Context: an optimization exercise on an open-source flow, tuned for small area. The choices shown serve that exercise and are no tape-out recipe.
In this exercise RTL edits were held to simulation tests only and were not proved equivalent to the original.
The clock port is modelled as an ideal driver; clocking choices that lean on that would not hold on a real chip.
Power figures rest on the tool's default switching activity, not on a simulated workload.

==> flow/design.v <==
module sd_slv_reg(
  rst, clk, 
  csdR
);
input          rst;
input          clk;
output [126:0] csdR;
reg    [126:0] csdR;
always @ (posedge clk or posedge rst) begin
  if(rst) begin
    csdR <= 127'h0;
  end
  else begin
    csdR <= {
      2'b00,
      6'b00_0000,
      8'h00,
      8'h00,
      8'h32,
      12'b010110110101,
      4'h0,
      1'b1,
      1'b0,
      1'b0,
      1'b0,
      2'b00,
      12'h000,
      3'b000,
      3'b000,
      3'b000,
      3'b000,
      3'b000,
      1'b0,
      7'b0000000,
      7'b0000000,
      1'b0,
      2'b00,
      3'b000,
      4'h0,
      1'b0,
      5'b00000,
      1'b0,
      1'b0,
      1'b0,
      1'b0,
      2'b00,
      2'b00,
      7'b0000000
    };
  end
end
endmodule
module sd_slv_cmr(
  rst, clk, cmd_in, ind_clr, size, ind, ok, rsp_end, acmd_06,
  crc_clrq, cmd_inq2, crc_calc_enq, crc_clac, rca_ok, 
  cmd_16, cmd_17, blk_len_by, bus_width, start_add_q
);
input         rst;
input         clk;    
input         cmd_in; 
input        ind_clr; 
input         size  ; 
output [ 5:0] ind;    
output        ok;     
output   rsp_end;     
input    acmd_06;
output        crc_clrq;
output        cmd_inq2;
output        crc_calc_enq;
input   [6:0] crc_clac;
output        rca_ok;    
input         cmd_16;
input         cmd_17;
output [ 9:0] blk_len_by;
output [ 1:0] bus_width;
output [ 9:0] start_add_q;
reg           ok;
reg       rsp_end;
reg        crc_calc_enq;
reg        crc_from_cmq;
reg  [6:0] crc_regq;
reg        cmd_q;       
reg        cmd_inq2;    
reg  [7:0] cnt_q;       
reg        rsp_q;       
reg        crc_clrq;
reg  [5:0] ind;
reg        rca_ok;
reg        rca_lb;
reg        rca_exp;
reg  [9:0] cmd_reg_in_q;
reg  [9:0] blk_len_by;
reg  [9:0] start_add_q;
reg  [1:0] bus_width;
wire       idle     =!(|cnt_q);
wire       start    =idle && !cmd_q;
wire [7:0] cmd_cnt  =rsp_q ? 8'd0 : cnt_q;
wire       cnt_end  =(cnt_q == 8'd47 && !size) || (cnt_q == 8'd135 && size);
wire       cmd_start=start &&  cmd_in;
wire ind_shift=!rsp_q && cnt_q[7:3] == 5'd0 && cnt_q[2:1] != 2'd0;
wire rca_shift=!rsp_q && cnt_q >= 8'd9 && cnt_q <= 8'd23;
wire reg_shift=!rsp_q && cnt_q >= 8'd9 && cnt_q <= 8'd39;
wire crc_calc_eni=
  (!crc_calc_enq && cmd_start) ||
  ( crc_calc_enq && cmd_cnt != 8'd41  && !size) ||
  ( crc_calc_enq && cmd_cnt != 8'd129 &&  size);
wire crc_from_cmi=
  (!crc_from_cmq && cmd_cnt == 8'd39  && !size) || 
  (!crc_from_cmq && cmd_cnt == 8'd127 &&  size) || 
  ( crc_from_cmq && cmd_cnt != 8'd46  && !size) ||
  ( crc_from_cmq && cmd_cnt != 8'd134 &&  size);
always @(*) begin
  case (cnt_q[4:0])
    5'd11, 5'd14, 5'd18, 5'd19, 5'd21: rca_exp=1'b1;
    default: rca_exp=1'b0;
  endcase
end
wire crc_clri=(!size && cnt_q == 8'd46) || (size && cnt_q == 8'd133);
always @ (posedge clk or posedge rst) begin
  if(rst) begin
    cmd_q       <= 1'b1;
    cmd_inq2    <= 1'b1;
    cnt_q       <= 8'd0;
    rsp_q       <= 1'b0;
    crc_calc_enq<= 1'b0;
    crc_regq    <= 7'h0;
    crc_from_cmq<= 1'b0;
    crc_clrq    <= 1'b0;
    ok          <= 1'b0;
    ind         <= 6'h0;
    rsp_end     <= 1'b0;
    rca_ok      <= 1'b0;
    rca_lb      <= 1'b0;
    blk_len_by  <=10'h0;
    start_add_q <=10'h0;
    bus_width   <= 2'b0;
  end else begin
    cmd_q       <= cmd_in;
    cmd_inq2    <= cmd_q;
    cnt_q       <= start ? 8'd2 : (cnt_end || idle) ? 8'd0 : cnt_q + 8'd1;
    if (start) rsp_q <= !cmd_in;
    crc_calc_enq<= crc_calc_eni;
    if (crc_from_cmq) crc_regq <= {crc_regq[5:0], cmd_in};
    crc_from_cmq<= crc_from_cmi;
    crc_clrq    <= crc_clri;
    ok          <= crc_clrq && (crc_clac == crc_regq);
    if (ind_clr) ind <= 6'd0;
    else if (ind_shift) ind <= {ind[4:0], cmd_in};
    rsp_end     <= rsp_q && cnt_q == 8'd135;
    if (rca_shift) begin
      rca_ok <= (cnt_q == 8'd9 ? !rca_lb : rca_ok) && (cmd_in == rca_exp);
      if (cnt_q == 8'd23) rca_lb <= cmd_in;
    end
    if (cmd_16)  blk_len_by  <= cmd_reg_in_q;
    if (cmd_17)  start_add_q <= cmd_reg_in_q;
    if (acmd_06) bus_width   <= cmd_reg_in_q[1:0];
  end
end
always @ (posedge clk) begin
  if (reg_shift) cmd_reg_in_q <= {cmd_reg_in_q[8:0], cmd_in};
end
endmodule
module sd_slv_fsm(
  rst, clk, ind, ok, clr, rsp_end, rca_ok,
  cmd_c, e_acmd_41, size, c_state
);
  input         rst;
  input         clk;    
  input  [ 5:0] ind;    
  input         ok;     
  input        clr;     
  input    rsp_end;     
  input     rca_ok;     
  output [ 3:0] cmd_c;  
  output     e_acmd_41; 
  output          size; 
  output [ 2:0] c_state; 
  localparam C_02=4'd0, C_NO=4'd1, C_55=4'd2, C_41=4'd3, C_06=4'd4,
             C_07=4'd5, C_16=4'd6, C_17=4'd7, C_03=4'd8, C_09=4'd9,
             C_10=4'd10;
  parameter CS_IDLE =3'd0;
  parameter CS_RDEAY=3'd1;
  parameter CS_IDENT=3'd2;
  parameter CS_STBY =3'd3;
  parameter CS_TRAN =3'd4;
  reg  [3:0] cmd_c;
  reg  [3:0] cmd_ci;
  reg        cmd_00;
  reg  e_acmd_41;
  reg        size;
  reg  [2:0] c_state;
  reg  [2:0] n_state;
  always @(*) begin
    case (ind)
      6'd2   : cmd_ci=C_02;
      6'd3   : cmd_ci=C_03;
      6'd6   : cmd_ci=C_06;
      6'd7   : cmd_ci=C_07;
      6'd9   : cmd_ci=C_09;
      6'd10  : cmd_ci=C_10;
      6'd16  : cmd_ci=C_16;
      6'd17  : cmd_ci=C_17;
      6'd41  : cmd_ci=C_41;
      6'd55  : cmd_ci=C_55;
      default: cmd_ci=C_NO;
    endcase
  end
  always @(*) begin
    n_state=c_state;
    case (c_state)
      CS_IDLE : if(cmd_c == C_41) n_state=CS_RDEAY;
      CS_RDEAY: if(cmd_00) n_state=CS_IDLE; else if(cmd_c == C_02) n_state=CS_IDENT;
      CS_IDENT: if(cmd_00) n_state=CS_IDLE; else if(cmd_c == C_03) n_state=CS_STBY;
      CS_STBY : if(cmd_00) n_state=CS_IDLE; else if(cmd_c == C_07 && rca_ok) n_state=CS_TRAN;
      CS_TRAN : if(cmd_00) n_state=CS_IDLE;
      default : n_state=CS_IDLE;
    endcase
  end
  always @ (posedge clk or posedge rst) begin
    if(rst) begin
      c_state   <= CS_IDLE;
      cmd_c     <= C_NO;
      cmd_00    <= 1'b0;
      e_acmd_41 <= 1'b0;
      size      <= 1'b0;
    end else begin
      c_state   <= n_state;
      cmd_c     <= ok ? cmd_ci : C_NO;
      if (ok) cmd_00 <= ind == 6'd0;
      e_acmd_41 <= (ok && ind == 6'd41) || (e_acmd_41 && !clr);
      if (ok && (ind == 6'd55 || ind == 6'd41)) size <= 1'b0;
      else if (ok && (ind == 6'd2 || ind == 6'd10 || ind == 6'd9)) size <= 1'b1;
      else if (rsp_end) size <= 1'b0;
    end
  end
endmodule
module sd_slv_rsp (
  rst, clk, sel, cst, size, crc, start, 
  cmd_od, cmd_oe, cmd_od1, cmd_oe1, 
  crc_calc, crc_clrq, ind_clr
);
  input          rst;
  input          clk;    
  input  [  3:0] sel;    
  input  [  2:0] cst;    
  input         size;    
  input  [  6:0] crc;    
  input        start;    
  output      cmd_od;    
  output      cmd_oe;    
  output      cmd_od1;   
  output      cmd_oe1;   
  output      crc_calc;
  output      crc_clrq;
  output      ind_clr;
  localparam S_CID=4'd0, S_ONE=4'd1, S_55=4'd2, S_41=4'd3, S_06=4'd4,
             S_07=4'd5, S_16=4'd6, S_17=4'd7, S_03=4'd8, S_CSD=4'd9;
  reg  [  7:0] cnt_q;
  wire [  7:0] cnt_i;
  reg  [  3:0] sel_q;
  reg  [  2:0] cst_q;
  reg  [  7:0] idx_q;
  reg          cmd_oe;
  wire         cmd_oei;
  reg          crc_clrq;
  wire         crc_clri;
  reg          cmd_oe1;
  wire         cmd_oe1i;
  reg          cmd_od1;
  wire         cmd_od1i;
  reg          cmd_od0;
  reg          crc_calc;
  wire         crc_calci;
  reg          crc_mux;
  wire         crc_muxi;
  reg  [  6:0] crc_q;
  wire [  6:0] crc_i;
  reg          ind_clr;
  wire         ind_clri;
  assign cnt_i=
  (start &&  size) ? 8'd137 :
  (start && !size) ? 8'd49  :
  (|cnt_q)                     ? (cnt_q - 8'd1) :
  cnt_q;
  reg [135:0] v;
  always @(*) begin
    case (sel_q)
      S_55 : v={2'b00,6'd55,19'd0,1'b0,cst_q,9'b000000000,8'b0000000_1,88'h0};
      S_41 : v={2'b00,6'd63,19'd0,1'b0,cst_q,9'b000100000,8'b1111111_1,88'h0};
      S_06 : v={2'b00,6'd6 ,19'd0,1'b0,cst_q,9'b000100000,8'b0000000_1,88'h0};
      S_07 : v={2'b00,6'd7 ,19'd0,1'b0,cst_q,9'b000000000,8'b0000000_1,88'h0};
      S_16 : v={2'b00,6'd16,19'd0,1'b0,cst_q,9'b000000000,8'b0000000_1,88'h0};
      S_17 : v={2'b00,6'd17,19'd0,1'b0,cst_q,9'b000000000,8'b0000000_1,88'h0};
      S_03 : v={8'b00_000011,16'h1234,16'h0,8'h01,88'h0};
      S_CID: v={8'b00_111111,127'h201234567,1'b1};
      S_CSD: v={8'b00_111111,127'h192da840000000000000000000,1'b1};
      default: v={136{1'b1}};
    endcase
  end
  assign cmd_od=(idx_q < 8'd136) ? v[8'd135 - idx_q] : 1'b0;
  assign cmd_oei=(!cmd_oe && start) || (cmd_oe && cnt_q != 8'd2);
  assign crc_clri=(cnt_q == 8'd1);
  assign cmd_oe1i =
  (!size && !cmd_oe1 && cnt_q == 8'd48 ) || 
  ( size && !cmd_oe1 && cnt_q == 8'd136) || 
  (          cmd_oe1 && cnt_q != 8'd0 );
  assign ind_clri=cmd_oe1i & ~cmd_oe1;
  assign crc_calci=
  (!crc_calc && start && !size) || 
  (!crc_calc && cnt_q == 8'd130   &&  size) || 
  ( crc_calc && cnt_q != 8'd10);
  assign crc_muxi=(!crc_mux && cnt_q == 8'd9) || (crc_mux && cnt_q != 8'd2);
  assign cmd_od1i=!crc_mux ? cmd_od0 : crc_q[6];
  assign crc_i   =!crc_mux ? crc : {crc_q[6:0], 1'b0};
  always @ (posedge clk or posedge rst) begin
    if(rst) begin
      cnt_q   <= 8'h0;
      cmd_oe  <= 1'b0;
      crc_clrq<= 1'b0;
      cmd_oe1 <= 1'b0;
      ind_clr <= 1'b0;
      crc_calc<= 1'b0;
      crc_mux <= 1'b0;
    end else begin
      cnt_q   <= cnt_i;
      cmd_oe  <= cmd_oei;
      crc_clrq<= crc_clri;
      cmd_oe1 <= cmd_oe1i;
      ind_clr <= ind_clri;
      crc_calc<= crc_calci;
      crc_mux <= crc_muxi;
    end
  end  
  always @ (posedge clk) begin
    if (!(|cnt_q)) begin
      sel_q <= sel;
      cst_q <= cst;
      idx_q <= 8'd0;
    end else if (!(idx_q[7] && idx_q[3])) begin
      idx_q <= idx_q + 8'd1;
    end
    cmd_od1 <= cmd_od1i;
    cmd_od0 <= cmd_od;
    crc_q   <= crc_i;
  end
endmodule
module sd_slv_cr7(rst, clk, clr, din, cen, all_one, crc);
  input        rst;
  input        clk;
  input        clr;
  input        din;
  input        cen;
  input        all_one;  
  output [6:0] crc;
  reg  q6, q5, q4, q3, q2, q1, q0;
  wire d6, d5, d4, d3, d2, d1, d0;
  assign d0=din^q6;
  assign d1=q0;
  assign d2=q1;
  assign d3=q2^d0;
  assign d4=q3;
  assign d5=q4;
  assign d6=q5;
  assign crc={q6, q5, q4, q3, q2, q1, q0};
always @ (posedge clk or posedge rst) begin
  if(rst) begin
    q0<=1'b0;
    q1<=1'b0;
    q2<=1'b0;
    q3<=1'b0;
    q4<=1'b0;
    q5<=1'b0;
    q6<=1'b0;
  end else begin
    if(clr) begin
        q0<=1'b0;
        q1<=1'b0;
        q2<=1'b0;
        q3<=1'b0;
        q4<=1'b0;
        q5<=1'b0;
        q6<=1'b0;
    end else begin
      if(all_one) begin
        q0<=1'b1;
        q1<=1'b1;
        q2<=1'b1;
        q3<=1'b1;
        q4<=1'b1;
        q5<=1'b1;
        q6<=1'b1;
      end else begin
        if(cen) begin
          q0<=d0;
          q1<=d1;
          q2<=d2;
          q3<=d3;
          q4<=d4;
          q5<=d5;
          q6<=d6;
        end
      end
    end
  end
end
endmodule
module sd_slv_c16(rst, clk, clr, din, cen, sft, q);
  input         rst;
  input         clk;
  input         clr;
  input         din;
  input         cen;
  input         sft;  
  output        q  ;
  reg  [15:0] C;
  wire [15:0] d;
  wire i;
  assign q=C[15];
  assign i=cen & (din ^ C[15]);
  assign d={C[14:12], C[11]^i, C[10:5], C[4]^i, C[3:0], i};
always @ (posedge clk) begin
  if(clr) begin
    C <= 16'h0;
  end else begin
    C <= d;
  end
end
endmodule
module sd_slv_rom(a, e, s, q, ck);
  input  [ 9:0] a;  
  input         e;  
  input         s;  
  output [ 3:0] q;
  input         ck;
  wire   [ 3:0] O;
  wire   [ 3:0] d;
  reg    [ 3:0] q;
  always @ (posedge ck) q <= d;
  wire   z = a == 10'd0;
  assign O = a[8] ? a[7:4] : {a[3] | z, a[2], a[1] | z, a[0]};
  assign d=
  (e && ~s) ? O :
  (e &&  s) ? {q[0], q[3:1]} : 
  4'b1111;  
endmodule
module sd_slv_adg (
  rst, clk, bus_width, read, ldad, adln,
  addr, shift, en_rom, sft, stop_en, readq, mem_enq, crc_enq
);
  input  rst;
  input  clk;
  input  [1:0] bus_width;  
  input        read     ;  
  input  [9:0] ldad     ;  
  input  [9:0] adln     ;  
  output [9:0] addr     ;  
  output       shift    ;  
  output       en_rom   ;  
  output       sft      ;  
  output       stop_en  ;  
  output       readq    ;  
  output       mem_enq  ;  
  output       crc_enq  ;  
  reg          readq    ;  
  reg          en_romq  ;  
  reg          en_rom   ;  
  wire         en_romi  ;  
  reg          sft      ;  
  wire         sfti     ;  
  reg          stop_en  ;  
  wire         stop_eni ;  
  reg    [9:0] addr     ;  
  wire   [9:0] addri    ;  
  reg    [9:0] addrend  ;  
  wire   [9:0] addrendi ;  
  reg    [1:0] bitCnt   ;  
  wire   [1:0] bitCnti  ;  
  reg   [10:0] bit1Cnt  ;  
  wire  [10:0] bit1Cnti ;  
  reg          shift    ;  
  wire         shifti   ;  
  reg    [9:0] add_lim;
  wire   [9:0] add_limi;
  reg    [3:0] crcCnt;
  wire   [3:0] crcCnti;
  reg          mem_enq;
  wire         mem_eni;
  reg          crc_enq;
  wire         crc_eni;
  wire         crc_endi;
  reg          crc_endq;
  assign crc_eni=
  (!crc_enq && en_rom && !en_romq) || 
  ( crc_enq && bit1Cnt !=  addrend         && bus_width == 2'b10) ||
  ( crc_enq && bit1Cnt != {addrend, 2'b00} && bus_width == 2'b00);
  assign mem_eni=en_rom;
  assign add_limi=(adln*2);
  assign addrendi=read ? (ldad + {adln[8:0], 1'b0}) : addrend;
  assign addri=
  read                                      ? ldad   :
  (en_rom && bus_width == 2'b10)            ? addr+1 :  
  (en_rom && bus_width == 2'b00 && &bitCnt) ? addr+1 :  
  addr;
  assign bitCnti=
  (bus_width == 2'b10          ) ?          2'b00 :
  (bus_width == 2'b00 && read  ) ? bitCnt + 2'b01 : 
  (bus_width == 2'b00 && en_rom) ? bitCnt + 2'b01 : 
  bitCnt;
  assign bit1Cnti=
  readq                                               ?           11'd1 :
  (bit1Cnt == {addrend, 2'b00} && bus_width == 2'b00) ?           11'd0 :
  (bit1Cnt ==  addrend         && bus_width == 2'b10) ?           11'd0 :
  (bit1Cnt   != 11'h0                               ) ? bit1Cnt + 11'd1 :
  bit1Cnt;
  assign shifti=
  (bitCnt != 2'b11 && bus_width == 2'b00) ? 1'b1 : 1'b0;
  assign en_romi=
  (!en_rom && read) || 
  ( en_rom && bit1Cnt != addrend          && bus_width == 2'b10) ||
  ( en_rom && bit1Cnt != {addrend, 2'b00} && bus_width == 2'b00);
  assign crc_endi=crcCnt != 4'd15;
  assign sfti=(
    (!sft && !crc_eni && crc_enq) ||  
    ( sft && crc_endq           )
  );
  assign stop_eni=~sfti & sft;
  assign crcCnti=
  (crcCnt != 4'd0) ? (crcCnt + 4'd1) :  
  sft              ?           4'd1  : crcCnt;
  always @ (posedge clk or posedge rst) begin
    if(rst) begin
      bitCnt  <=  2'h0;
      bit1Cnt <= 11'd0;
      en_rom  <=  1'b0;
      en_romq <=  1'b0;
      sft     <=  1'b0;
      stop_en <=  1'b0;
      crcCnt  <=  4'd0;
      crc_endq<=  1'b0;
      readq   <=  1'b0;  
      mem_enq <=  1'b0;
      crc_enq <=  1'b0;
    end
    else begin
      bitCnt  <= bitCnti;
      bit1Cnt <= bit1Cnti;
      en_romq <= en_rom;
      en_rom  <= en_romi;
      sft     <= sfti;
      stop_en <= stop_eni;
      crcCnt  <= crcCnti;
      crc_endq<= crc_endi;
      readq   <= read;  
      mem_enq <= mem_eni;
      crc_enq <= crc_eni;
    end
  end
  always @ (posedge clk) begin
    addr    <= addri;
    addrend <= addrendi;
    shift   <= shifti;
  end
endmodule
module sd_slv_Rmx (
  rst, clk,
  read, cen, stop_en, cen_rom,
  din, crc,
  ei, e,
  crcC, dout
);
  input  rst;
  input  clk;
  input        read; 
  input        cen ; 
  input     stop_en; 
  input     cen_rom; 
  input  [3:0] din;  
  input  [3:0] crc;  
  input        ei ;
  output       e  ;
  output       crcC; 
  output [3:0] dout;
  reg    [3:0] dout;
  wire   [3:0] douti;
  reg    [3:0] dinq;
  reg          cen_romq;
  reg          readq   ;
  reg          cenq    ;
  reg          e       ;
  reg          stop_enq;
  reg    [3:0] crcq    ;  
  assign douti=
  readq   ? 4'h0 : 
  cen_romq? dinq : 
  stop_en ? 4'hf :
  cenq    ? crcq : 1'b1;
  assign crcC =read;
  always @ (posedge clk or posedge rst) begin
    if(rst) begin
      e       <= 1'b0;
      readq   <= 1'b0;
      cen_romq<= 1'b0;
      cenq    <= 1'b0;
    end else begin
      e       <= ei;
      readq   <= read;
      cen_romq<= cen_rom;
      cenq    <= cen;
    end
  end
  always @ (posedge clk) begin
    dinq    <= din;
    dout    <= douti;
    crcq    <= crc;
  end
endmodule
module sd_slv_mem (
  rst, clk,
  bus_width, read, ldad, adln,
  e, q
);
  input  rst;
  input  clk;
  input  [1:0] bus_width;  
  input        read     ;  
  input  [9:0] ldad     ;  
  input  [9:0] adln     ;  
  output       e        ;  
  output [3:0] q        ;  
  wire   [9:0] addr     ;  
  wire         shift    ;  
  wire         sft      ;  
  wire   [3:0] qi       ;  
  wire         cen_rom  ;  
  wire         crcC     ;  
  wire [3:0]   crc_16   ;  
  wire         stop_en  ;
  wire         ei       ;
  wire mem_enq;
  wire readq;    
  wire crc_enq;  
  assign ei=mem_enq|sft|stop_en;
  sd_slv_adg u_adg (  
    .rst(rst),
    .clk(clk),
    .bus_width(bus_width),  
    .read     (read     ),  
    .ldad     (ldad     ),  
    .adln     (adln     ),  
    .addr     (addr     ),  
    .shift    (shift    ),  
    .en_rom   (cen_rom  ),  
    .sft      (sft      ),  
    .stop_en  (stop_en  ),  
    .readq    (readq    ),  
    .mem_enq  (mem_enq  ),  
    .crc_enq  (crc_enq  )   
  ); 
  sd_slv_rom u_rom (
    .a(addr   ),  
    .e(cen_rom),  
    .s(shift  ),  
    .q(qi     ),  
    .ck(clk   ) 
  ); 
  sd_slv_c16 u_c16A (
    .rst(rst    ),
    .clk(clk    ),
    .clr(crcC   ),
    .din(qi[0]  ),
    .cen(crc_enq), 
    .sft(sft    ), 
    .q  (crc_16[0]) 
  ); 
  sd_slv_c16 u_c16B (
    .rst(rst    ),
    .clk(clk    ),
    .clr(crcC   ),
    .din(qi[1]  ),
    .cen(crc_enq), 
    .sft(sft    ), 
    .q  (crc_16[1]) 
  ); 
  sd_slv_c16 u_c16C (
    .rst(rst    ),
    .clk(clk    ),
    .clr(crcC   ),
    .din(qi[2]  ),
    .cen(crc_enq), 
    .sft(sft    ), 
    .q  (crc_16[2]) 
  ); 
  sd_slv_c16 u_c16D (
    .rst(rst    ),
    .clk(clk    ),
    .clr(crcC   ),
    .din(qi[3]  ),
    .cen(crc_enq), 
    .sft(sft    ), 
    .q  (crc_16[3]) 
  ); 
  sd_slv_Rmx u_Rmx ( 
    .rst    (rst    ),
    .clk    (clk    ),
    .read   (readq  ),  
    .cen    (sft    ),  
    .stop_en(stop_en),  
    .cen_rom(cen_rom),  
    .din    (qi     ),  
    .crc    (crc_16 ),  
    .ei     (ei     ),
    .e      (e      ),
    .crcC(crcC  ),  
    .dout(q     )
  ); 
endmodule
module sd_slv_top(CLK, rst, CMD_i, CMD_o, CMD_oe, DATA_o, DATA_oe);
  input        CLK;
  input        rst;
  input        CMD_i;   
  output       CMD_o;   
  output       CMD_oe;  
  output [3:0] DATA_o;  
  output [3:0] DATA_oe; 
  wire         CMD;     
  wire  [ 5:0] ind;
  wire         ok;
  wire  [ 3:0] cmd_c;
  wire      e_acmd_41;
  wire         size;
  wire         rsp_end;
  wire         crc_clrq;
  wire         cmd_inq2;
  wire         crc_calc_enq;
  wire   [6:0] crc_clac;
  wire         rsp_oe;
  wire         rsp_od;
  wire         rsp_oe1;
  wire         rsp_od1;
  wire         crc_calc;
  wire         rsp_clrq;
  wire         rca_ok;
  wire [  9:0] blk_len_by;
  wire [  1:0] bus_width;
  wire [  2:0] c_state;
  wire [  9:0] start_add_q;
  wire       clr_mx;
  wire       din_mx;
  wire       cen_mx;
  wire       ind_clr;
  wire [3:0] rsp_sel =
    (cmd_c == 4'd10) ? (rca_ok ? 4'd0 : 4'd1) :
    (cmd_c == 4'd9 ) ? (rca_ok ? 4'd9 : 4'd1) :
    cmd_c;
  wire start_rsp = cmd_c != 4'd1;
  assign CMD    = rsp_oe1 ? rsp_od1 : CMD_i;
  assign CMD_o  = rsp_od1;
  assign CMD_oe = rsp_oe1;
  sd_slv_cmr u_cmr (
    .rst(rst),
    .clk(CLK),
    .cmd_in(CMD),
    .ind_clr(ind_clr),
    .size(size ),
    .ind(ind),
    .ok (ok ),
    .rsp_end(rsp_end),
    .acmd_06(cmd_c == 4'd4),
    .crc_clrq(crc_clrq),
    .cmd_inq2(cmd_inq2),
    .crc_calc_enq(crc_calc_enq),
    .crc_clac(crc_clac),
    .rca_ok(rca_ok),
    .cmd_16     (cmd_c == 4'd6),
    .cmd_17     (cmd_c == 4'd7),
    .blk_len_by (blk_len_by ),
    .bus_width  (bus_width  ),
    .start_add_q(start_add_q)
  );
  sd_slv_fsm u_fsm (
    .rst(rst),
    .clk(CLK),
    .ind(ind),
    .ok (ok ),
    .clr(clr_mx),
    .rsp_end(rsp_end),
    .rca_ok(rca_ok),
    .cmd_c(cmd_c),
    .e_acmd_41(e_acmd_41),
    .size(size),
    .c_state(c_state)
  );
  sd_slv_rsp u_rsp (
    .rst(rst),
    .clk(CLK),
    .sel (rsp_sel ),
    .cst (c_state ),
    .size(size),
    .crc  (crc_clac ),
    .start(start_rsp),
    .cmd_od (rsp_od ),
    .cmd_oe (rsp_oe ),
    .cmd_od1(rsp_od1),
    .cmd_oe1(rsp_oe1),
    .crc_calc(crc_calc),
    .crc_clrq(rsp_clrq),
    .ind_clr (ind_clr)
  );
  assign clr_mx=rsp_oe ? rsp_clrq : crc_clrq;
  assign din_mx=rsp_oe ? rsp_od   : cmd_inq2;
  assign cen_mx=rsp_oe ? crc_calc : crc_calc_enq;
  sd_slv_cr7 u_crc7 (
    .rst(rst),  
    .clk(CLK),  
    .clr(clr_mx),
    .din(din_mx),
    .cen(cen_mx),
    .all_one(e_acmd_41),
    .crc(crc_clac)
  );
  wire [3:0] mem_data;
  wire       mem_Doen;
  sd_slv_mem u_mem (
    .rst(rst),
    .clk(CLK),
    .bus_width(bus_width  ),
    .read     (cmd_c == 4'd7),
    .ldad(start_add_q),
    .adln(blk_len_by ),
    .e(mem_Doen),
    .q(mem_data) 
  );
  assign DATA_o    = mem_data;
  assign DATA_oe[3] = bus_width == 2'b10 && mem_Doen;
  assign DATA_oe[2] = bus_width == 2'b10 && mem_Doen;
  assign DATA_oe[1] = bus_width == 2'b10 && mem_Doen;
  assign DATA_oe[0] =                       mem_Doen;
endmodule
==> flow/flow/run.sh <==
#!/bin/bash
# Own flow: the standard layout, with the clock tree built without
# dummy load cells (CTS_ARGS replaces ORFS's clock_tree_synthesis arguments).
set -euo pipefail
export CTS_ARGS="-sink_clustering_enable -repair_clock_nets -sink_clustering_size 30 -sink_clustering_max_diameter 60 -dont_use_dummy_load -buf_list {sky130_fd_sc_hd__clkbuf_8 sky130_fd_sc_hd__clkbuf_16}"
bash standard.sh > standard.log 2>&1
==> flow/standard.sh <==
#!/bin/bash
# synth_recipe.tcl (not shown) runs the flow's synth.tcl, then flattens the netlist and writes it again
# the make line also repeats each setting of config.mk as NAME=value (left out here)
make -C /OpenROAD-flow-scripts/flow DESIGN_CONFIG=/design/flow/config.mk WORK_HOME=/design/flow/orfs CLKGATE_MAP_FILE= SYNTH_SCRIPT=/design/flow/synth_recipe.tcl "${@:-finish}"
==> flow/config.mk <==
export PLATFORM = sky130hd
export DESIGN_NAME = sd_slv_top
export DESIGN_NICKNAME = sd_slv_top
export VERILOG_FILES = /design/flow/design.v
export SDC_FILE = /design/flow/constraint.sdc
export NUM_CORES = 4
export LEC_CHECK = 0
export CAP_MARGIN = 20
export CORE_MARGIN = 2
export CORE_UTILIZATION = 70
export PLACE_DENSITY = 0.85
export SLEW_MARGIN = 20
==> flow/constraint.sdc <==
create_clock -name core_clock -period 10.0 [get_ports {CLK}]
set_input_delay 2.0000 -clock core_clock [delete_from_list [all_inputs] [get_ports {CLK}]]
set_output_delay 2.0000 -clock core_clock [all_outputs]
set_load 0.01 [all_outputs]
==> flow_summary.yaml, run 1 <==
clock_network:
  clock-sinks: 245
  holdBufCountCts: 0
  postCtsSetupBuffers: 0
  ctsResizeCount: 0
  tritoncts: "done"
  cts_buffers: 15
  clk_latency_ns: 0.49
  path_clk_slew_ns: 0.11
timing:
  slew_headroom: 0.400
  rsz0062_at_grt: "false"
  clock_skew_ns: 0.0403
  fmax_ghz: 0.257
  period_needed_ns: 3.90
  hold_viol_final: 0
  finalCritPeriodShare: 0.390
  worst_pin_slew_ns: 0.898
  slew_viol_final: 0
  tns_ns: 0
  setup_violations: 0
worst_setup_path:
  critPathLaunchType: "flop"
  cp.required_ns: 8.00
  path_max_fanout: 7
  r2r-start: "u_rsp.idx_q[3]"
  path_depth: 3
  reg2regPathDepth: 10
  max_stage_delay_ns: 0.57
  crit_family: "buffers and inverters"
  r2r-end: "u_crc7.q0"
  worst-path-buf-inv: 2
  r2r_slack_ns: 6.89
  crit_chain: "inv_1 -> and3_1 -> clkdlybuf4s50_1"
  worstSetupEndpointType: "output pin"
  crit_slowest_cell: "clkdlybuf4s50_1"
  critical_path_arrival_ns: 1.90
  criticalPathCategory: "reg2out"
power_and_ir_drop:
  leakage_uw: 0.00489
  p_clk_frac: 0.298
  sw_frac_of_total: 0.261
  power_frac_seq: 0.597
  intPower_uw: 1410
  p_per_area_nw_per_um2: 166
  p_sw_uw: 496
  combPwrFrac: 0.105
  irDropWorstVdd_mv: 0.179
logic_synthesis:
  yosys-top-cells-area: "dfrtp_1 (24%), dfxtp_1 (18%), edfxtp_1 (10%)"
  yosysUniqueCellTypes: 69
  synth_top_area_frac: 0.245
  synthFlopType: "dfrtp_1"
  yosysSeqAreaShare: 0.533
  synth_common_cells: "nand2_1 (111), dfrtp_1 (107), nor2_1 (104)"
  syn_inst: 1094
  synth_area_um2: 10900
  syn_nets: 1125
  synth_seq_cells: 245
  synth_largest_area_cell: "dfrtp_1"
  avgSynthCellArea_um2: 10.0
  synth.most_common_cell: "nand2_1"
  async_flop_share: 0.449
  synth-edff-count: 37
  ys_warn_count: 8
die:
  die_h_um: 129
  fp.dieArea_um2: 16600
  pin_count: 13
  start_util: 0.717
  num_rows: 45
  core_um2: 15300
  die_w_um: 129
place:
  gp_congestion: 0.883
  port_buffers: 12
  hpwl_um: 13600
status:
  status: "timing/DRC/antenna clean"
grt:
  grt_max_degree: 84
  grtUsageTotal: 0.247
  grt_pass1_wl_um: 33600
  grt_pass1_vias: 6953
  grt-ovfl-total: 0
  antenna_found_initial: 0
route:
  num_vias: 7426
  drt_pre_antenna_iters: 5
  drtIter0Drc: 591
  drc: 0
  detail-route-antenna-nets: 0
  wl_per_cell_um: 15.6
  vias_per_cell: 5.83
  drt_wl_total_um: 19800
final_layout:
  fin_nets: 1095
  antenna_cells: 0
  final_util: 0.752
  drive_gt1_frac: 0.0490
  syn2layout_area_growth_pct: 4.91
  fill_cells: 1061
hold_path:
  hold_path_end: "u_mem.u_Rmx.crcq[1]"
  hold_start: "u_mem.u_c16B.C[15]"
  hold_class: "reg2reg"
  min_path_cells: 0
job:
  drv_cap: 0
## cells by family (layout without fill, tap and decap cells)
| group | count (synthesis) | after routing | share of synthesized area |
|---|---|---|---|
| AO/OA/AOI/OAI | 164 | 164 | 0.0935 |
| XOR/XNOR | 88 | 88 | 0.0717 |
| adder cells (fa/ha/maj) | 28 | 28 | 0.0327 |
| buffers and inverters | 106 | 74 | 0.0385 |
| flip-flops | 245 | 245 | 0.533 |
| multiplexers | 37 | 37 | 0.0364 |
| AND/OR/NAND/NOR | 426 | 426 | 0.194 |
## worst max path at each step
stage                  startpoint             endpoint
4_1_cts        u_cmr.bus_width[0]           DATA_oe[3]
2_1_floorplan                 rst  u_cmr.blk_len_by[0]
5_1_grt        u_cmr.bus_width[0]           DATA_oe[3]
3_3_place_gp                  rst       u_rsp.cnt_q[2]
6_report       u_cmr.bus_width[0]           DATA_oe[3]
3_5_place_dp                  rst       u_rsp.cnt_q[2]
## registers in the layout (all words and copies together) (netlist names), 8 cells and up
signal	flops
u_mem.u_c16A.C	16
u_mem.u_c16B.C	16
u_mem.u_c16C.C	16
u_mem.u_c16D.C	16
u_mem.u_adg.bit1Cnt	11
u_cmr.cmd_reg_in_q	10
u_cmr.start_add_q	10
u_mem.u_adg.addr	10
u_mem.u_adg.addrend	10
u_cmr.blk_len_by	9
u_cmr.cnt_q	8
u_rsp.cnt_q	8
u_rsp.idx_q	8
## placed cells by master (no fill, tap or decap), drive strengths merged, types with 34 or more instances in the layout
cell	netlist	routed
nand3	34	34
dfrtp	107	107
o21ai	51	51
edfxtp	37	37
xor2	51	51
nor2b	62	62
xnor2	36	36
a21oi	52	52
nand2	111	111
nor2	104	104
inv	43	43
dfxtp	98	98
## power groups by stage
stage	logic, µW	clock network [µW]	registers [µW]
floorplan	195	0	1110
global placement	192	0	1150
detailed placement	199	0	1150
CTS	200	577	1130
global route	230	613	1150
finish	200	566	1140
## through the flow
stage	instances	cell area [µm²]	hold WS [ns]	setup WS [ns]	total power [µW]
6_report	1273	11500	0.371	6.10	1900
5_1_grt	1273	11500	0.383	6.02	1990
4_1_cts	1273	11500	0.369	6.08	1910
3_5_place_dp	1258	11100	0.356	6.23	1350
3_3_place_gp	1258	11100	0.350	6.26	1340
2_1_floorplan	1094	10900	0.349	5.10	1300
## worst reg2reg max path, cell delays in order, from the launching register on
cell and delay [ns]:
dfxtp_1 0.62, inv_1 0.19, ha_1 0.48, or2_0 0.15, a21oi_1 0.07, o31ai_1 0.25, a21oi_1 0.10, o311ai_1 0.64
nor4_1 0.10, nor4_1 0.29, o21ai_1 0.10
## final cells by class
type                    instances  area (µm²)  share of cell area
well taps                     211         264              0.0230
flip-flops and latches        245        5830               0.508
repair buffers                 16         154              0.0134
inverters                      43         164              0.0143
multi-input cells             743        4690               0.408
clock buffers                  15         375              0.0327
## per-layer routing
metal  vias to the layer above  track usage  share of wire
li1                       3644            -              -
met1                      3589        0.373           0.49
met2                       171        0.393           0.46
met3                        22       0.0324          0.042
met4                         0       0.0428          0.015
met5                         -            0              0
==> run 2, diff against run 1 <==
==> flow/run.sh (new file) <==
#!/bin/bash
# synth_recipe.tcl (not shown) runs the flow's synth.tcl, then flattens the netlist and writes it again
# the make line also repeats each setting of config.mk as NAME=value (left out here)
make -C /OpenROAD-flow-scripts/flow DESIGN_CONFIG=/design/flow/config.mk WORK_HOME=/design/flow/orfs CLKGATE_MAP_FILE= SYNTH_SCRIPT=/design/flow/synth_recipe.tcl finish
--- a/flow/config.mk
+++ b/flow/config.mk
@@ -9,4 +9,6 @@
 export CORE_MARGIN = 2
 export CORE_UTILIZATION = 70
+export CTS_CLUSTER_DIAMETER = 60
+export CTS_CLUSTER_SIZE = 30
 export PLACE_DENSITY = 0.85
 export SLEW_MARGIN = 20
removed: flow/flow/run.sh
removed: flow/standard.sh
==> run 2 against run 1 <==
Critical path depth stayed put. Sequential share of layout area is 0.60 points lower. Sequential cell count stayed put. Clock skew is 0.019 ns lower. Combinational power hardly changed. Worst setup slack worse by 0.013 ns. Via count is 0.27% higher. Critical endpoint unchanged. Clock power is 19% higher. Routed wire length hardly changed. Register-to-register slack hardly changed. Sequential power hardly changed. Hold slack better by 0.0010 ns.
==> flow_summary.yaml, run 2 <==
status:
  status: "timing/DRC/antenna clean"
grt:
  grt_use_met1: 0.376
  grt_max_degree: 84
  top_usage_layer: "met2"
  grt_pass1_wl_um: 33600
  antenna_found_initial: 0
  grt_pass1_vias: 6943
  grtUsageTotal: 0.247
  grt-ovfl-total: 0
  met3_usage: 0.0304
  grt_util_met2: 0.394
logic_synthesis:
  yosysSeqAreaShare: 0.533
  yosys-top-cells-area: "dfrtp_1 (24%), dfxtp_1 (18%), edfxtp_1 (10%)"
  synth_top_area_frac: 0.245
  synth_largest_area_cell: "dfrtp_1"
  synth_xor_area_frac: 0.0717
  synth-adder-area-share: 0.0327
  synth-edff-count: 37
  syn_nets: 1125
  synthSimpleGateAreaFrac: 0.194
  yosysUniqueCellTypes: 69
  synth_top_family_by_area: "simple AND/OR/NAND/NOR gates"
  synth_area_um2: 10900
  synthFlopType: "dfrtp_1"
  synthMuxAreaShare: 0.0364
  syn_inst: 1094
  synth.most_common_cell: "nand2_1"
  ys_warn_count: 8
  synth_seq_cells: 245
  avgSynthCellArea_um2: 10.0
  synth_common_cells: "nand2_1 (111), dfrtp_1 (107), nor2_1 (104)"
  synth_compound_area_frac: 0.0935
  async_flop_share: 0.449
timing:
  setup_slack_ns: 6.09
  slew_headroom: 0.399
  hold-worst-slack_ns: 0.372
  tns_ns: 0
  period_needed_ns: 3.91
  worst_pin_slew_ns: 0.900
  finalCritPeriodShare: 0.391
  hold_viol_final: 0
  fmax_ghz: 0.256
  setup_violations: 0
  rsz0062_at_grt: "false"
  slew_viol_final: 0
  clock_skew_ns: 0.0217
die:
  start_util: 0.717
  num_rows: 45
  die_h_um: 129
  core_um2: 15300
  fp.dieArea_um2: 16600
  die_w_um: 129
  pin_count: 13
place:
  hpwl_um: 13600
  place_area_um2: 11100
  gp_congestion: 0.883
  port_buffers: 12
  place_ws_ns: 6.23
worst_setup_path:
  r2r_slack_ns: 6.89
  crit_slowest_cell: "clkdlybuf4s50_1"
  max_stage_delay_ns: 0.58
  critical_path_arrival_ns: 1.91
  criticalPathCategory: "reg2out"
  path_max_fanout: 7
  crit_family: "buffers and inverters"
  crit_chain: "inv_1 -> and3_1 -> clkdlybuf4s50_1"
  critPathLaunchType: "flop"
  worstSetupEndpointType: "output pin"
  cp.required_ns: 8.00
  worst-path-buf-inv: 2
final_layout:
  fin_nets: 1095
  final_common_cell: "nand2_1"
  drive_gt1_frac: 0.0569
  syn2layout_area_growth_pct: 6.17
  antenna_cells: 0
  layout_common_cells: "nand2_1 (111), dfrtp_1 (106), nor2_1 (104)"
  fin_area_um2: 11600
hold_path:
  hold_class: "reg2reg"
clock_network:
  cts_buffers: 15
  postCtsSetupBuffers: 0
  cts_buffer_depth: 3
  tritoncts: "done"
  ctsResizeCount: 0
  holdBufCountCts: 0
  path_clk_slew_ns: 0.11
  cts.root.buffer_cell: "clkbuf_16"
  clk_latency_ns: 0.49
  h-tree-depth: 1
  clock-sinks: 245
route:
  detail-route-antenna-nets: 0
  drc: 0
  vias_per_cell: 5.80
  wl_per_cell_um: 15.4
  drtIter0Drc: 597
  num_vias: 7446
  drt_pre_antenna_iters: 5
  drt_wl_total_um: 19800
power_and_ir_drop:
  leakage_uw: 0.00495
  sw_frac_of_total: 0.281
  combPwrFrac: 0.100
  p_sw_uw: 564
  p_per_area_nw_per_um2: 173
  p_clk_frac: 0.335
  intPower_uw: 1440
  power_frac_seq: 0.565
  irDropWorstVdd_mv: 0.152
job:
  drv_cap: 0
[run 2: power by group through the flow]
stage	Clock (µW)	Combinational [µW]	Sequential, µW
2_1_floorplan	0	195	1110
3_3_place_gp	0	192	1150
3_5_place_dp	0	199	1150
4_1_cts	686	201	1130
5_1_grt	720	231	1150
6_report	673	200	1140
[run 2: worst reg2reg max path: stages (launching register included)]
cell,delay [ns]
dfxtp_1,0.63
inv_1,0.19
ha_1,0.48
or2_0,0.15
a21oi_1,0.07
o31ai_1,0.25
a21oi_1,0.10
o311ai_1,0.62
nor4_1,0.10
nor4_1,0.29
o21ai_1,0.10
[run 2: per-layer routing]
| metal | vias to the layer above | wire length, µm |
|---|---|---|
| li1 | 3648 | - |
| met1 | 3616 | 9600 |
| met2 | 162 | 9080 |
| met3 | 20 | 841 |
| met4 | 0 | 271 |
| met5 | - | 0 |
[run 2: worst paths after layout]
check	cells after the start	to	start
min	0	u_mem.u_Rmx.crcq[1]	u_mem.u_c16B.C[15]
min in group asynchronous	2	u_mem.u_adg.bitCnt[1]	rst
max reg2reg	10	u_crc7.q0	u_rsp.idx_q[3]
max	3	DATA_oe[3]	u_cmr.bus_width[0]
max in group asynchronous	3	u_rsp.crc_mux	rst
min reg2reg	0	u_mem.u_Rmx.crcq[1]	u_mem.u_c16B.C[15]
[run 2: cells by family (layout without fill, tap and decap cells)]
kind of cell    Yosys count  after routing
mux                      37             37
fa+ha+maj                28             28
flops                   245            245
buf+inv                 106             84
xor+xnor                 88             88
compound gates          164            164
simple gates            426            426
[run 2: final cells by class]
type	count	area (µm²)
Timing Repair Buffer	16	154
Clock inverter	9	134
Multi-Input combinational cell	743	4690
Clock buffer	16	379
Fill cell	1030	3650
Sequential cell	245	5830
Inverter	43	164
Tap cell	211	264
[run 2: metrics by stage]
stage          instances  power, µW  utilization
2_1_floorplan       1094       1300            -
3_3_place_gp        1258       1340        0.727
3_5_place_dp        1258       1350        0.727
4_1_cts             1283       2020        0.761
5_1_grt             1283       2100        0.761
6_report            1283       2010        0.761
==> run 3, diff against run 2 <==
==> flow/flow/run.sh (new file) <==
#!/bin/bash
# Own flow: the standard layout (standard.sh), with two changes:
# - the clock tree is built without dummy load cells, with sink clusters of
#   up to 35 registers within 80 um (CTS_ARGS replaces ORFS's
#   clock_tree_synthesis arguments);
# - the port buffers are the smallest buffer (BUFFER_PORTS_ARGS).
set -euo pipefail
export CTS_ARGS="-sink_clustering_enable -repair_clock_nets -sink_clustering_size 35 -sink_clustering_max_diameter 80 -dont_use_dummy_load"
export BUFFER_PORTS_ARGS="-buffer_cell sky130_fd_sc_hd__buf_1"
bash standard.sh > standard.log 2>&1
==> flow/standard.sh (new file) <==
#!/bin/bash
# synth_recipe.tcl (not shown) runs the flow's synth.tcl, then flattens the netlist and writes it again
# the make line also repeats each setting of config.mk as NAME=value (left out here)
make -C /OpenROAD-flow-scripts/flow DESIGN_CONFIG=/design/flow/config.mk WORK_HOME=/design/flow/orfs CLKGATE_MAP_FILE= SYNTH_SCRIPT=/design/flow/synth_recipe.tcl "${@:-finish}"
--- a/flow/config.mk
+++ b/flow/config.mk
@@ -9,6 +9,4 @@
 export CORE_MARGIN = 2
 export CORE_UTILIZATION = 70
-export CTS_CLUSTER_DIAMETER = 60
-export CTS_CLUSTER_SIZE = 30
 export PLACE_DENSITY = 0.85
 export SLEW_MARGIN = 20
removed: flow/run.sh
==> run 3 against run 2 <==
Sequential share of layout area increased by 1.3 points. Clock power fell by 25%. Non-clock buffer count fell by 1. Sequential power hardly changed. Area after synthesis stayed put. Clock skew grew 0.043 ns. Critical path type unchanged. Critical path depth did not move. Largest power group unchanged. Routed wire length decreased by 1.4%. Cell area decreased by 2.5%.
==> flow_summary.yaml, run 3 <==
status:
  status: "timing/DRC/antenna clean"
clock_network:
  ctsResizeCount: 0
  cts_buffers: 12
  holdBufCountCts: 0
  postCtsSetupBuffers: 0
  path_clk_slew_ns: 0.12
  clock-sinks: 245
  tritoncts: "done"
  clk_latency_ns: 0.49
grt:
  grt_pass1_wl_um: 33300
  grt_pass1_vias: 6965
  grtUsageTotal: 0.246
  antenna_found_initial: 0
  grt_max_degree: 83
  grt-ovfl-total: 0
logic_synthesis:
  avgSynthCellArea_um2: 10.0
  ys_warn_count: 8
  yosysUniqueCellTypes: 69
  synth_common_cells: "nand2_1 (111), dfrtp_1 (107), nor2_1 (104)"
  synth.most_common_cell: "nand2_1"
  synth_area_um2: 10900
  syn_nets: 1125
  synth-edff-count: 37
  yosysSeqAreaShare: 0.533
  synth_largest_area_cell: "dfrtp_1"
  syn_inst: 1094
  synthFlopType: "dfrtp_1"
  async_flop_share: 0.449
  yosys-top-cells-area: "dfrtp_1 (24%), dfxtp_1 (18%), edfxtp_1 (10%)"
  synth_seq_cells: 245
  synth_top_area_frac: 0.245
die:
  die_w_um: 129
  fp.dieArea_um2: 16600
  die_h_um: 129
  pin_count: 13
  num_rows: 45
  start_util: 0.717
  core_um2: 15300
timing:
  hold_viol_final: 0
  rsz0062_at_grt: "false"
  period_needed_ns: 3.47
  fmax_ghz: 0.288
  slew_viol_final: 0
  tns_ns: 0
  finalCritPeriodShare: 0.347
  slew_headroom: 0.345
  clock_skew_ns: 0.0648
  worst_pin_slew_ns: 0.975
  setup_violations: 0
worst_setup_path:
  cp.required_ns: 8.00
  crit_slowest_cell: "dfrtp_1"
  path_max_fanout: 7
  worstSetupEndpointType: "output pin"
  crit_chain: "inv_1 -> and3_1 -> buf_1"
  critPathLaunchType: "flop"
  criticalPathCategory: "reg2out"
  max_stage_delay_ns: 0.47
  critical_path_arrival_ns: 1.47
route:
  vias_per_cell: 5.83
  num_vias: 7402
  drt_pre_antenna_iters: 5
  drtIter0Drc: 492
  drt_wl_total_um: 19500
  wl_per_cell_um: 15.4
  drc: 0
  detail-route-antenna-nets: 0
final_layout:
  drive_gt1_frac: 0.0454
  final_common_cell: "nand2_1"
  fill_cells: 1066
  syn2layout_area_growth_pct: 3.47
  layout_common_cells: "nand2_1 (111), dfrtp_1 (106), nor2_1 (104)"
  fin_nets: 1091
  antenna_cells: 0
  finalNonFillerCells: 1269
place:
  placed_cells: 1257
  port_buffers: 12
  hpwl_um: 13400
  gp_congestion: 0.864
job:
  drv_cap: 0
power_and_ir_drop:
  irDropWorstVdd_mv: 0.153
  leakage_uw: 0.00482
  p_per_area_nw_per_um2: 163
hold_path:
  hold_class: "reg2reg"
-- run 3: cell counts after synthesis --
Identical to the previous run, type by type.
-- run 3: cell families (layout without fill, tap and decap cells) --
group                    after synthesis  count (layout)  synth area share
AO/OA/AOI/OAI                        164             164            0.0935
XOR/XNOR                              88              88            0.0717
adder cells (fa/ha/maj)               28              28            0.0327
buffers and inverters                106              70            0.0385
flip-flops                           245             245             0.533
multiplexers                          37              37            0.0364
AND/OR/NAND/NOR                      426             426             0.194
-- run 3: layout make-up --
class	instances	area [µm²]	area share
inverters	43	164	0.0145
repair buffers	15	71.3	0.00630
multi-input cells	743	4690	0.414
clock buffers	12	300	0.0265
well taps	211	264	0.0233
flip-flops and latches	245	5830	0.515
-- run 3: path summary, 6_finish.rpt --
kind / from / end / slack [ns] / cells past startpoint
setup / recovery: u_cmr.bus_width[0] / DATA_oe[3] / 6.53 / 3
hold / removal: u_mem.u_c16B.C[15] / u_mem.u_Rmx.crcq[1] / 0.36 / 0
setup reg to reg: u_rsp.idx_q[3] / u_crc7.q0 / 6.99 / 10
hold reg to reg: u_mem.u_c16B.C[15] / u_mem.u_Rmx.crcq[1] / 0.36 / 0
max in group asynchronous: rst / u_mem.u_adg.readq / 7.45 / 3
min in group asynchronous: rst / u_cmr.bus_width[0] / 1.50 / 2
-- run 3: per-stage QoR --
step	util	instance area (µm²)	hold slack, ns	total power [µW]	worst slack, ns
final	0.742	11300	0.357	1840	6.53
after global placement	0.722	11000	0.353	1340	6.54
after floorplan	-	10900	0.349	1300	5.10
after detailed placement	0.722	11000	0.355	1350	6.52
after CTS	0.741	11300	0.352	1850	6.52
after global routing	0.742	11300	0.364	1930	6.44
-- run 3: worst max-delay path: cells and delay by family (launching register included) --
kind / cells / cell delay, ns
DFF: 1 / 0.47
and+or+nand+nor: 1 / 0.22
buffers and inverters: 2 / 0.31
-- run 3: routing by layer --
layer	wire, µm	part of all wire	GRT usage	vias up
met2	8940	0.46	0.384	182
met3	820	0.042	0.0254	27
met4	372	0.019	0.0639	0
met1	9400	0.48	0.374	3544
li1	-	-	-	3649
met5	0	0	0	-
-- run 3: power by group --
group	internal [µW]	switching, µW
sequential	1060	76.5
combinational	79.8	124
clock	217	285
total	1350	485
==> run 4, diff against run 3 <==
==> flow/flow/run.sh (replaced) <==
#!/bin/bash
# Own flow: the standard layout (standard.sh), with two changes:
# - the clock tree is built without dummy load cells, with sink clusters of
#   up to 30 registers within 100 um (CTS_ARGS replaces ORFS's
#   clock_tree_synthesis arguments);
# - the port buffers are the smallest buffer (BUFFER_PORTS_ARGS).
set -euo pipefail
export CTS_ARGS="-sink_clustering_enable -repair_clock_nets -sink_clustering_size 30 -sink_clustering_max_diameter 100 -dont_use_dummy_load"
export BUFFER_PORTS_ARGS="-buffer_cell sky130_fd_sc_hd__buf_1"
bash standard.sh > standard.log 2>&1
==> run 4 against run 3 <==
Via count shrank 0.73%. Highest routed layer unchanged. Still clean on timing, DRC and antenna. Non-clock buffer count is the same. Hold slack better by 0.013 ns. Combinational power hardly changed. Worst setup slack worse by 0.0011 ns.
==> flow_summary.yaml, run 4 <==
status:
  status: "timing/DRC/antenna clean"
final_layout:
  fin_nets: 1091
  final_common_cell: "nand2_1"
  drive_gt1_frac: 0.0454
  finalNonFillerCells: 1269
  layout_common_cells: "nand2_1 (111), dfrtp_1 (106), nor2_1 (104)"
  syn2layout_area_growth_pct: 3.47
  antenna_cells: 0
power_and_ir_drop:
  leakage_uw: 0.00482
  intPower_uw: 1360
  p_clk_frac: 0.274
  power_frac_seq: 0.617
  p_sw_uw: 484
  p_per_area_nw_per_um2: 163
  sw_frac_of_total: 0.263
  combPwrFrac: 0.109
  irDropWorstVdd_mv: 0.171
timing:
  finalCritPeriodShare: 0.347
  tns_ns: 0
  clock_skew_ns: 0.0430
  slew_viol_final: 0
  worst_pin_slew_ns: 0.993
  period_needed_ns: 3.47
  setup_violations: 0
  rsz0062_at_grt: "false"
  slew_headroom: 0.333
  fmax_ghz: 0.288
  hold_viol_final: 0
worst_setup_path:
  reg2regPathDepth: 10
  worstSetupEndpointType: "output pin"
  r2r_slack_ns: 7.04
  critical_path_arrival_ns: 1.47
  cp.required_ns: 8.00
  critPathLaunchType: "flop"
  criticalPathCategory: "reg2out"
  r2r-start: "u_rsp.idx_q[3]"
  path_max_fanout: 7
  r2r-end: "u_crc7.q0"
grt:
  grt-ovfl-total: 0
  grt_pass1_vias: 6893
  grt_max_degree: 83
  grt_pass1_wl_um: 33100
  grtUsageTotal: 0.244
  antenna_found_initial: 0
logic_synthesis:
  ys_warn_count: 8
  syn_inst: 1094
  yosysUniqueCellTypes: 69
  synth.most_common_cell: "nand2_1"
  yosysSeqAreaShare: 0.533
  synth_largest_area_cell: "dfrtp_1"
  synth_seq_cells: 245
  synthFlopType: "dfrtp_1"
  syn_nets: 1125
  yosys-top-cells-area: "dfrtp_1 (24%), dfxtp_1 (18%), edfxtp_1 (10%)"
  avgSynthCellArea_um2: 10.0
  async_flop_share: 0.449
  synth_area_um2: 10900
  synth_top_area_frac: 0.245
  synth-edff-count: 37
  synth_common_cells: "nand2_1 (111), dfrtp_1 (107), nor2_1 (104)"
clock_network:
  tritoncts: "done"
  postCtsSetupBuffers: 0
  holdBufCountCts: 0
  path_clk_slew_ns: 0.11
  ctsResizeCount: 0
  cts_buffers: 12
  clock-sinks: 245
  clk_latency_ns: 0.47
die:
  die_w_um: 129
  core_um2: 15300
  start_util: 0.717
  fp.dieArea_um2: 16600
  die_h_um: 129
  pin_count: 13
  num_rows: 45
route:
  drt_wl_total_um: 19500
  vias_per_cell: 5.79
  drtIter0Drc: 541
  drc: 0
  wl_per_cell_um: 15.4
  detail-route-antenna-nets: 0
  drt_pre_antenna_iters: 5
  num_vias: 7348
place:
  hpwl_um: 13400
  port_buffers: 12
  gp_congestion: 0.864
  placed_cells: 1257
hold_path:
  hold_start: "u_mem.u_c16A.C[15]"
  hold_path_end: "u_mem.u_Rmx.crcq[0]"
  hold_class: "reg2reg"
  min_path_cells: 0
job:
  drv_cap: 0
-- run 4: cell counts after synthesis --
No cell type changed its count.
-- run 4: routing by layer --
layer / track usage / wire length, µm / up-vias
met5: 0 / 0 / -
met4: 0.0543 / 299 / 0
met3: 0.0279 / 847 / 26
met2: 0.384 / 8870 / 180
met1: 0.370 / 9500 / 3496
li1: - / - / 3646
-- run 4: worst max-delay path by stage --
stage / to / slack [ns] / start / cells past startpoint
floorplan: u_cmr.blk_len_by[0] / 5.10 / rst / 1
global placement: u_mem.u_adg.readq / 6.54 / rst / 3
detailed placement: u_mem.u_adg.readq / 6.52 / rst / 3
CTS: DATA_oe[3] / 6.52 / u_cmr.bus_width[0] / 3
global route: DATA_oe[2] / 6.44 / u_cmr.bus_width[0] / 3
finish: DATA_oe[3] / 6.53 / u_cmr.bus_width[0] / 3
-- run 4: cell type report --
class                           instances  area, µm²
Fill cell                            1071       3940
Timing Repair Buffer                   15       71.3
Clock buffer                           12        300
Inverter                               43        164
Tap cell                              211        264
Sequential cell                       245       5830
Multi-Input combinational cell        743       4690
-- run 4: power by group through the flow --
stage	sequential, µW	combinational (µW)	clock (µW)
3_5_place_dp	1150	201	0
2_1_floorplan	1110	195	0
5_1_grt	1140	231	552
3_3_place_gp	1150	189	0
4_1_cts	1130	201	515
6_report	1130	201	503
-- run 4: stage by stage --
stage	hold WS, ns	instance area (µm²)	power, µW	setup slack (ns)	utilization
floorplan	0.349	10900	1300	5.10	-
global placement	0.353	11000	1340	6.54	0.722
detailed placement	0.355	11000	1350	6.52	0.722
CTS	0.370	11300	1850	6.52	0.741
global route	0.377	11300	1930	6.44	0.742
finish	0.370	11300	1840	6.53	0.742
-- run 4: cell families after synthesis --
group / share of synthesized area
adders and majority gates: 0.0327
AOI/OAI and AO/OA: 0.0935
and+or+nand+nor: 0.194
muxes: 0.0364
xor gates and xnor gates: 0.0717
DFF: 0.533
buffers and inverters: 0.0385
-- run 4: worst max-delay path, cell delays in order (launching register included) --
cell     delay (ns)
dfrtp_1        0.46
inv_1          0.13
and3_1         0.23
buf_1          0.18
==> run 5, diff against run 4 <==
==> flow/flow/run.sh (replaced) <==
#!/bin/bash
# Own flow: the standard layout (standard.sh) with three changes.
# 1. After the standard synthesis, the combinational logic is mapped again
#    by Yosys/ABC for area (reopt.tcl). The flip-flops are left exactly as
#    the standard synthesis made them: same instances, names and cells.
# 2. The clock tree is built without dummy load cells, with sink clusters of
#    up to 30 registers within 100 um (CTS_ARGS replaces ORFS's
#    clock_tree_synthesis arguments).
# 3. The port buffers are the smallest buffer (BUFFER_PORTS_ARGS).
# Each tool's output goes to a log of its own in the work folder.
set -euo pipefail
export CTS_ARGS="-sink_clustering_enable -repair_clock_nets -sink_clustering_size 30 -sink_clustering_max_diameter 100 -dont_use_dummy_load"
export BUFFER_PORTS_ARGS="-buffer_cell sky130_fd_sc_hd__buf_1"

bash standard.sh synth > synth.log 2>&1

R=orfs/results/sky130hd/sd_slv_top/base
cp "$R/1_2_yosys.v" 1_2_yosys_standard.v
YOSYS=yosys
if [[ -x "$FLOW_HOME/../tools/install/yosys/bin/yosys" ]]; then
  YOSYS="$FLOW_HOME/../tools/install/yosys/bin/yosys"
fi
export REOPT_LIB="$FLOW_HOME/platforms/sky130hd/lib/sky130_fd_sc_hd__tt_025C_1v80.lib"
export REOPT_IN=1_2_yosys_standard.v
export REOPT_OUT=1_2_yosys_reopt.v
"$YOSYS" -c flow/reopt.tcl > reopt.log 2>&1
cp 1_2_yosys_reopt.v "$R/1_2_yosys.v"
rm -f "$R/1_synth.odb" "$R/1_synth.sdc"

bash standard.sh > standard.log 2>&1
==> flow/flow/reopt.tcl (new file) <==
# Map the combinational logic of the standard synthesis again, for area.
# The flip-flop cells are read as black boxes, so they and their names stay
# as they are; every other cell is read as its Liberty function and mapped
# again by ABC, without the platform's don't-use cells.
yosys -import
set lib $::env(REOPT_LIB)
set dont_use {
  sky130_fd_sc_hd__probe_p_8 sky130_fd_sc_hd__probec_p_8
  sky130_fd_sc_hd__lpflow_bleeder_1
  sky130_fd_sc_hd__lpflow_clkbufkapwr_1 sky130_fd_sc_hd__lpflow_clkbufkapwr_16
  sky130_fd_sc_hd__lpflow_clkbufkapwr_2 sky130_fd_sc_hd__lpflow_clkbufkapwr_4
  sky130_fd_sc_hd__lpflow_clkbufkapwr_8
  sky130_fd_sc_hd__lpflow_clkinvkapwr_1 sky130_fd_sc_hd__lpflow_clkinvkapwr_16
  sky130_fd_sc_hd__lpflow_clkinvkapwr_2 sky130_fd_sc_hd__lpflow_clkinvkapwr_4
  sky130_fd_sc_hd__lpflow_clkinvkapwr_8
  sky130_fd_sc_hd__lpflow_decapkapwr_12 sky130_fd_sc_hd__lpflow_decapkapwr_3
  sky130_fd_sc_hd__lpflow_decapkapwr_4 sky130_fd_sc_hd__lpflow_decapkapwr_6
  sky130_fd_sc_hd__lpflow_decapkapwr_8
  sky130_fd_sc_hd__lpflow_inputiso0n_1 sky130_fd_sc_hd__lpflow_inputiso0p_1
  sky130_fd_sc_hd__lpflow_inputiso1n_1 sky130_fd_sc_hd__lpflow_inputiso1p_1
  sky130_fd_sc_hd__lpflow_inputisolatch_1
  sky130_fd_sc_hd__lpflow_isobufsrc_1 sky130_fd_sc_hd__lpflow_isobufsrc_16
  sky130_fd_sc_hd__lpflow_isobufsrc_2 sky130_fd_sc_hd__lpflow_isobufsrc_4
  sky130_fd_sc_hd__lpflow_isobufsrc_8 sky130_fd_sc_hd__lpflow_isobufsrckapwr_16
  sky130_fd_sc_hd__lpflow_lsbuf_lh_hl_isowell_tap_1
  sky130_fd_sc_hd__lpflow_lsbuf_lh_hl_isowell_tap_2
  sky130_fd_sc_hd__lpflow_lsbuf_lh_hl_isowell_tap_4
  sky130_fd_sc_hd__lpflow_lsbuf_lh_isowell_4
  sky130_fd_sc_hd__lpflow_lsbuf_lh_isowell_tap_1
  sky130_fd_sc_hd__lpflow_lsbuf_lh_isowell_tap_2
  sky130_fd_sc_hd__lpflow_lsbuf_lh_isowell_tap_4
}
set du_args {}
foreach c $dont_use { lappend du_args -dont_use $c }

read_liberty -ignore_miss_func $lib
blackbox sky130_fd_sc_hd__df* sky130_fd_sc_hd__edf* sky130_fd_sc_hd__sdf* sky130_fd_sc_hd__dl* sky130_fd_sc_hd__conb_1
read_verilog $::env(REOPT_IN)
hierarchy -top sd_slv_top
tee -o reopt_stat_before.txt stat -liberty $lib
flatten
opt_clean
# the cells ABC places need their interfaces
read_liberty -lib -overwrite -ignore_miss_func $lib
abc -liberty $lib {*}$du_args
opt_clean -purge
setundef -zero
splitnets
opt_clean -purge
hilomap -singleton -hicell sky130_fd_sc_hd__conb_1 HI -locell sky130_fd_sc_hd__conb_1 LO
insbuf -buf sky130_fd_sc_hd__buf_4 A X
hierarchy -top sd_slv_top
check -assert -mapped
tee -o reopt_stat_after.txt stat -liberty $lib
write_verilog -noattr -nohex -nodec $::env(REOPT_OUT)
==> run 5 against run 4 <==
Clock power about the same. Cell area down 6.7%. Combinational power up 140%. Synthesized cell count down 14%. Area after synthesis down 9.0%. Critical path depth up 6. Routed wire length down 5.0%. Clock skew up 0.0021 ns. Die area down 8.8%. Hold slack better by 0.0026 ns. Critical path type is now reg2reg.
==> flow_summary.yaml, run 5 <==
status:
  status: "timing/DRC/antenna clean"
worst_setup_path:
  crit_family: "adder cells"
  cp.required_ns: 10.22
  path_max_fanout: 4
  crit_chain: "nor2_1 -> o21ai_0 -> maj3_1 -> maj3_1 -> maj3_1 -> maj3_1 -> maj3_1 -> maj3_1 -> xnor2_1"
  worstSetupEndpointType: "flop"
  path_common_cell: "maj3_1"
  worst-path-buf-inv: 0
  r2r_slack_ns: 6.48
  critical_path_arrival_ns: 3.74
  critPathLaunchType: "flop"
  crit_slowest_cell: "dfrtp_1"
  criticalPathCategory: "reg2reg"
  max_stage_delay_ns: 0.43
place:
  port_buffers: 12
  hpwl_um: 12400
  gp_congestion: 0.920
final_layout:
  final_common_cell: "dfrtp_1"
  drive_gt1_frac: 0.0259
  layout_common_cells: "dfrtp_1 (106), nor2_1 (105), dfxtp_1 (98)"
  syn2layout_area_growth_pct: 6.07
  fin_nets: 970
  register_area_um2: 5830
  fill_cells: 956
  antenna_cells: 0
  multi_input_area_um2: 3990
timing:
  worst_pin_slew_ns: 0.868
  clock_skew_ns: 0.0451
  rsz0062_at_grt: "false"
  hold_viol_final: 0
  slew_headroom: 0.422
  fmax_ghz: 0.284
  finalCritPeriodShare: 0.352
  tns_ns: 0
  period_needed_ns: 3.52
  setup_violations: 0
  slew_viol_final: 0
  hold-worst-slack_ns: 0.373
clock_network:
  ctsResizeCount: 0
  tritoncts: "done"
  cts_buffers: 12
  path_clk_slew_ns: 0.11
  clk_latency_ns: 0.47
  holdBufCountCts: 0
  postCtsSetupBuffers: 0
  clock-sinks: 245
hold_path:
  hold_class: "reg2reg"
route:
  wl_per_cell_um: 16.2
  drt_pre_antenna_iters: 5
  vias_per_cell: 6.07
  num_vias: 6953
  drtIter0Drc: 665
  detail-route-antenna-nets: 0
  drt_wl_total_um: 18500
  drc: 0
grt:
  grtUsageTotal: 0.253
  grt_pass1_wl_um: 31000
  grt_pass1_vias: 6460
  antenna_found_initial: 0
  grt_max_degree: 69
  grt-ovfl-total: 0
die:
  core_um2: 13900
  pin_count: 13
  die_w_um: 123
  die_h_um: 123
  num_rows: 43
  fp.dieArea_um2: 15200
  start_util: 0.717
logic_synthesis:
  ys_warn_count: 8
  synth_area_um2: 9950
  avgSynthCellArea_um2: 10.6
  syn_inst: 937
  syn_nets: 940
power_and_ir_drop:
  leakage_uw: 0.00430
  p_per_area_nw_per_um2: 222
  irDropWorstVdd_mv: 0.235
job:
  drv_cap: 0
[run 5: cell types whose count changed in the layout (fill, tap and decap cells not counted), sizes merged, moves of 19 or more]
cell / delta
inv: -42
xor2: -33
ha: -27
clkinv: +26
nand2: -21
nand3: -19
[run 5: metrics by stage]
step                      setup slack (ns)  utilization  area (µm²)  total power, µW  std cells
final                                 6.48        0.760       10600             2340       1145
after CTS                             6.48        0.760       10600             2340       1145
after global placement                6.58        0.739       10300             1820       1133
after global routing                  6.37        0.760       10600             2460       1145
after detailed placement              6.52        0.739       10300             1840       1133
after floorplan                       6.11            -        9950             1690        937
[run 5: worst paths after layout]
check | endpoint | cells past startpoint | startpoint
worst max-delay path | u_mem.u_adg.addrend[9] | 9 | u_cmr.start_add_q[2]
worst min register to register | u_mem.u_Rmx.crcq[2] | 0 | u_mem.u_c16C.C[15]
worst min-delay path | u_mem.u_Rmx.crcq[2] | 0 | u_mem.u_c16C.C[15]
worst max register to register | u_mem.u_adg.addrend[9] | 9 | u_cmr.start_add_q[2]
max in group asynchronous | u_crc7.q4 | 3 | rst
min in group asynchronous | u_cmr.cnt_q[7] | 2 | rst
[run 5: cell type report]
cell class / count / share of cell area
clock buffers: 12 / 0.0285
flip-flops and latches: 245 / 0.552
well taps: 180 / 0.0213
inverters: 27 / 0.00984
multi-input cells: 661 / 0.378
repair buffers: 20 / 0.00996
[run 5: per-layer routing]
layer  part of all wire  GRT usage  vias to the layer above
met5                  0          0                        -
met4              0.023     0.0661                        0
met3              0.046     0.0277                       37
met2               0.49      0.434                      213
met1               0.44      0.346                     3339
li1                   -          -                     3364
[run 5: report_power, final]
part	total [µW]	internal, µW	switching [µW]
Clock	501	217	284
Sequential	1360	1150	205
Combinational	480	215	265

[what the ideal ports hide]
No port has a modelled driver above. Below, the same layouts with a new extraction and two added sets of constraints.
Step 1 (the two cells are an assumption about what drives the block):
set clk [get_ports {CLK}]
set_driving_cell -lib_cell sky130_fd_sc_hd__clkbuf_16 $clk
set_driving_cell -lib_cell sky130_fd_sc_hd__buf_2 [delete_from_list [all_inputs] $clk]
Step 2 adds t to the input delays and takes it off the output delays; t is the mean of the earliest and latest rising clock arrival at the registers after step 1. Input paths then give back, and output paths get back, about the clock's delay inside the block.
Slacks: ideal ports / drivers / drivers and shift; pairs: ideal ports / drivers.
run | shift t [ns] | setup WS [ns] | hold WS [ns] | latest minus earliest clock arrival (ns) | cell pins on the clock port's net
run 1 | 0.516 | 6.103 / 6.058 / 6.318 | 0.371 / 0.371 / 0.371 | 0.041 / 0.041 | 1
run 2 | 0.529 | 6.090 / 6.045 / 6.302 | 0.372 / 0.372 / 0.372 | 0.022 / 0.022 | 1
run 3 | 0.508 | 6.530 / 6.484 / 6.514 | 0.357 / 0.357 / 0.357 | 0.065 / 0.065 | 1
run 4 | 0.496 | 6.529 / 6.486 / 6.504 | 0.370 / 0.370 / 0.370 | 0.044 / 0.044 | 1
run 5 | 0.492 | 6.479 / 6.479 / 6.479 | 0.373 / 0.373 / 0.373 | 0.048 / 0.048 | 1
After both steps setup and hold are still met in every run listed. The setup slack of run 4, which loses most, moves by -0.043 ns with the drivers and by -0.025 ns with both steps.
